Background: an optimization exercise with open tools, aiming at small area, a short achievable clock period and few clock cycles per item. Do not read the settings as production practice.
Where RTL was checked, it was by simulation tests only, not by an equivalence proof against the original.
Power figures rest on the tool's default switching activity, not on a simulated workload.

==> ember: inputs <==
==> flow/design.v <==
module SME ( clk, reset, chardata, isstring, ispattern, valid, match, match_index);
input clk;
input reset;
input [7:0] chardata;
input isstring;
input ispattern;
output valid;
output match;
output [4:0] match_index;
reg valid;
reg match;
reg [4:0] match_index;
reg [7:0] s [0:31];
reg [5:0] len;           
reg       str_q;         
integer n;
always @(posedge clk) begin
	if (isstring) begin
		for (n = 0; n < 31; n = n + 1)
			s[n] <= s[n+1];
		s[31] <= chardata;
		len <= str_q ? len + 6'd1 : 6'd1;
	end
end
wire in_car  = (chardata == 8'h5E);
wire in_dol  = (chardata == 8'h24);
wire in_dot  = (chardata == 8'h2E);
wire in_star = (chardata == 8'h2A);
reg [31:0] eq_q;         
reg        lit_q, dot_q, car_q, dol_q, star_q;
reg        pat_q;        
integer j;
always @(posedge clk) begin
	for (j = 0; j < 32; j = j + 1)
		eq_q[j] <= (s[j] == chardata);
	lit_q  <= !(in_car | in_dol | in_dot | in_star);
	dot_q  <= in_dot;
	car_q  <= in_car;
	dol_q  <= in_dol;
	star_q <= in_star;
end
reg  [32:0] m;
reg  [4:0]  base;        
reg         starred;     
wire [5:0] lo = 6'd32 - len;
reg  [31:0] v;           
always @(*) begin
	for (j = 0; j < 32; j = j + 1)
		v[j] = (j >= lo);
end
reg [31:0] sp;
always @(*) begin
	for (j = 0; j < 32; j = j + 1)
		sp[j] = (s[j] == 8'h20);
end
reg [32:0] pre;
integer d;
always @(*) begin
	pre = m;
	for (d = 0; d < 6; d = d + 1)
		for (j = 0; j < 33; j = j + 1)
			if ((j >> d) & 1)
				pre[j] = pre[j] | pre[((j >> d) << d) - 1];
end
reg [32:0] m_nxt;
always @(*) begin
	m_nxt[0] = (car_q & m[0]) |
	           (dol_q & m[0] & sp[0]) |
	           (star_q & pre[0]);
	for (j = 1; j < 32; j = j + 1)
		m_nxt[j] = (dot_q & m[j-1]) |
		           (lit_q & m[j-1] & eq_q[j-1]) |
		           (car_q & m[j] & (!m[j-1] | sp[j-1])) |
		           (dol_q & m[j] & sp[j]) |
		           (star_q & pre[j]);
	m_nxt[32] = (dot_q & m[31]) |
	            (lit_q & m[31] & eq_q[31]) |
	            (dol_q & m[32]) |
	            (star_q & pre[32]);
end
wire [4:0] base_nxt = (lit_q | dot_q) ? base - 5'd1 : base;
reg [32:0] x;
always @(*) begin
	for (j = 0; j < 32; j = j + 1)
		x[j] = m[j] & ((lit_q & eq_q[j]) | dot_q | (dol_q & sp[j]) | star_q |
		               (car_q & (j == 0 || !m[j-1] || sp[j-1])));
	x[32] = m[32] & (dol_q | star_q);
end
reg [31:0] px, first;
reg [4:0]  fs;
always @(*) begin
	px = x[31:0];
	for (d = 0; d < 5; d = d + 1)
		for (j = 0; j < 32; j = j + 1)
			if ((j >> d) & 1)
				px[j] = px[j] | px[((j >> d) << d) - 1];
	first[0] = x[0];
	for (j = 1; j < 32; j = j + 1)
		first[j] = x[j] & !px[j-1];
	for (d = 0; d < 5; d = d + 1) begin
		fs[d] = 1'b0;
		for (j = 0; j < 32; j = j + 1)
			if ((j >> d) & 1)
				fs[d] = fs[d] | first[j];
	end
end
always @(posedge clk) begin
	if (pat_q) begin
		m    <= m_nxt;
		base <= base_nxt;
	end else begin
		m    <= {1'b0, v};
		base <= len[4:0];
	end
end
always @(posedge clk or posedge reset) begin
	if (reset) begin
		str_q   <= 1'b0;
		pat_q   <= 1'b0;
		starred <= 1'b0;
		valid   <= 1'b0;
	end else begin
		str_q   <= isstring;
		pat_q   <= ispattern;
		starred <= pat_q & (starred | star_q);
		valid   <= pat_q & !ispattern;
	end
end
always @(posedge clk) begin
	match <= |x;
	if (!starred)
		match_index <= fs + base;
end
endmodule
==> flow/run.sh <==
#!/bin/bash
# synth_recipe.tcl (not shown) runs the flow's synth.tcl, then flattens the netlist and writes it again
# the make line also repeats each setting of config.mk as NAME=value (left out here)
make -C /OpenROAD-flow-scripts/flow DESIGN_CONFIG=/design/flow/config.mk WORK_HOME=/design/flow/orfs CLKGATE_MAP_FILE= SYNTH_SCRIPT=/design/flow/synth_recipe.tcl finish
==> flow/config.mk <==
export PLATFORM = sky130hd
export DESIGN_NAME = SME
export DESIGN_NICKNAME = SME
export VERILOG_FILES = /design/flow/design.v
export SDC_FILE = /design/flow/constraint.sdc
export NUM_CORES = 4
export LEC_CHECK = 0
export CAP_MARGIN = 20
export CORE_MARGIN = 2
export CORE_UTILIZATION = 40
export SETUP_SLACK_MARGIN = 5
export SLEW_MARGIN = 20
==> flow/constraint.sdc <==
create_clock -name core_clock -period 8.0 [get_ports {clk}]
set_input_delay 1.6000 -clock core_clock [delete_from_list [all_inputs] [get_ports {clk}]]
set_output_delay 1.6000 -clock core_clock [all_outputs]
set_load 0.01 [all_outputs]
==> inputs of raven, as changes to ember <==
==> flow/design.v (replaced) <==
module SME ( clk, reset, chardata, isstring, ispattern, valid, match, match_index);
input clk;
input reset;
input [7:0] chardata;
input isstring;
input ispattern;
output valid;
output match;
output [4:0] match_index;
reg valid;
reg match;
reg [4:0] match_index;
reg  [7:0] c_q;         
reg        dot_q, car_q, dol_q, star_q;
reg        str_q, str_q2;
reg        pat_q, pat_q2;
wire in_car  = (chardata == 8'h5E);
wire in_dol  = (chardata == 8'h24);
wire in_dot  = (chardata == 8'h2E);
wire in_star = (chardata == 8'h2A);
always @(posedge clk) begin
	c_q    <= (in_car | in_dol) ? 8'h20 : chardata;
	dot_q  <= in_dot;
	car_q  <= in_car;
	dol_q  <= in_dol;
	star_q <= in_star;
end
always @(posedge clk or posedge reset) begin
	if (reset) begin
		str_q  <= 1'b0;
		str_q2 <= 1'b0;
		pat_q  <= 1'b0;
		pat_q2 <= 1'b0;
	end else begin
		str_q  <= isstring;
		str_q2 <= str_q;
		pat_q  <= ispattern;
		pat_q2 <= pat_q;
	end
end
wire lit_q = !(dot_q | car_q | dol_q | star_q);
reg [7:0] s [0:31];
reg [4:0] len;           
integer n;
always @(posedge clk) begin
	if (str_q) begin
		for (n = 0; n < 31; n = n + 1)
			s[n] <= s[n+1];
		s[31] <= c_q;
		len <= str_q2 ? len + 5'd1 : 5'd1;
	end
end
wire [4:0] len_nxt = str_q ? (str_q2 ? len + 5'd1 : 5'd1) : len;
wire [4:0] lo = 5'd0 - len_nxt;      
reg  [31:0] v;
integer j;
always @(*) begin
	for (j = 0; j < 32; j = j + 1)
		v[j] = (j >= lo);
end
reg [31:0] eq;
always @(*) begin
	for (j = 0; j < 32; j = j + 1)
		eq[j] = (s[j] == c_q);
end
reg  [32:0] m;
reg  [4:0]  base;        
reg         starred;
reg [32:0] pre;
always @(*) begin
	pre[0] = m[0];
	for (j = 1; j < 33; j = j + 1)
		pre[j] = pre[j-1] | m[j];
end
reg [4:0] fs;
always @(*) begin
	fs = 5'd0;
	for (j = 31; j >= 0; j = j - 1)
		if (m[j]) fs = j;
end
wire [4:0] cand = fs + base;
reg [32:0] m_nxt;
always @(*) begin
	m_nxt[0] = (car_q & m[0]) |
	           (dol_q & m[0] & eq[0]) |
	           (star_q & pre[0]);
	for (j = 1; j < 32; j = j + 1)
		m_nxt[j] = ((lit_q | dot_q) & m[j-1] & (dot_q | eq[j-1])) |
		           (car_q & m[j] & (!m[j-1] | eq[j-1])) |
		           (dol_q & m[j] & eq[j]) |
		           (star_q & pre[j]);
	m_nxt[32] = ((lit_q | dot_q) & m[31] & (dot_q | eq[31])) |
	            (dol_q & m[32]) |
	            (star_q & pre[32]);
end
always @(posedge clk) begin
	if (pat_q) begin
		m    <= m_nxt;
		base <= (lit_q | dot_q) ? base - 5'd1 : base;
	end else begin
		m    <= {1'b0, v};
		base <= len_nxt;
	end
end
always @(posedge clk or posedge reset) begin
	if (reset)
		starred <= 1'b0;
	else
		starred <= pat_q & (starred | star_q);
end
always @(posedge clk) begin
	if (!starred)
		match_index <= cand;
end
always @(posedge clk or posedge reset) begin
	if (reset) begin
		valid <= 1'b0;
	end else begin
		valid <= pat_q2 & !pat_q;
	end
end
always @(posedge clk) begin
	match <= |m;
end
endmodule
==> flow/flow/run.sh (new file) <==
#!/bin/bash
set -euo pipefail
bash standard.sh SETUP_SLACK_MARGIN=5.7 \
  "CTS_ARGS=-sink_clustering_enable -repair_clock_nets -sink_clustering_size 24 -sink_clustering_max_diameter 120 -distance_between_buffers 1000 -branching_point_buffers_distance 1000" \
  finish > make_finish.log 2>&1
==> flow/standard.sh (new file) <==
#!/bin/bash
# synth_recipe.tcl (not shown) runs the flow's synth.tcl, then flattens the netlist and writes it again
# the make line also repeats each setting of config.mk as NAME=value (left out here)
make -C /OpenROAD-flow-scripts/flow DESIGN_CONFIG=/design/flow/config.mk WORK_HOME=/design/flow/orfs CLKGATE_MAP_FILE= SYNTH_SCRIPT=/design/flow/synth_recipe.tcl "${@:-finish}"
CTS_CLUSTER_DIAMETER = 120   (was default)
CTS_CLUSTER_SIZE = 24   (was default)
SETUP_SLACK_MARGIN = default   (was 5)
TNS_END_PERCENT = 5   (was default)
removed: flow/run.sh
==> notes <==
ember produced a clean layout. raven completed without violations.
In raven the setup slack is higher than in ember, by 1.0 ns.
In ember the synthesized area is larger than in raven, by about 12%.
Synthesized cell count: raven is lower than ember (about 17%).
Between ember and raven, the lower clock power is in raven (gap about 100%, measured against raven).
Hold slack: raven is worse than ember (0.022 ns).
Sequential share of layout area: ember is lower than raven (7.9 points).
Between ember and raven, the lower cell count is in raven (gap about 23%, measured against raven).
Testbench counts of raven, summed over its fixed seeds: cycles 114,566, items 8,000.
The RTL of ember was laid out without a check of its function.

## static timing again, ports no longer ideal
How much do the figures lean on ideal ports? The routed layouts below were timed once more, with nothing changed but the port constraints. Step 1 (the two cells are an assumption about what drives the block):
set clk [get_ports {clk}]
set_driving_cell -lib_cell sky130_fd_sc_hd__clkbuf_16 $clk
set_driving_cell -lib_cell sky130_fd_sc_hd__buf_2 [delete_from_list [all_inputs] $clk]
Step 2 times the ports against the registers' clock, not the clock port: input delays grow and output delays shrink by t, the midpoint of the rising clock arrivals with the driver on. Three values: ideal ports, drivers, drivers and shift; two values: the first two.
run | shift t [ns] | setup slack, ns | worst slew at a driven data input, ns
ember | 0.589 | 4.252 / 4.252 / 4.252 | 0.05
raven | 0.561 | 5.251 / 5.251 / 4.958 | 0.03
After both steps setup and hold are still met in every run listed. For raven, which loses most, drivers alone change the setup slack by 0.000 ns; drivers and shift together by -0.293 ns.
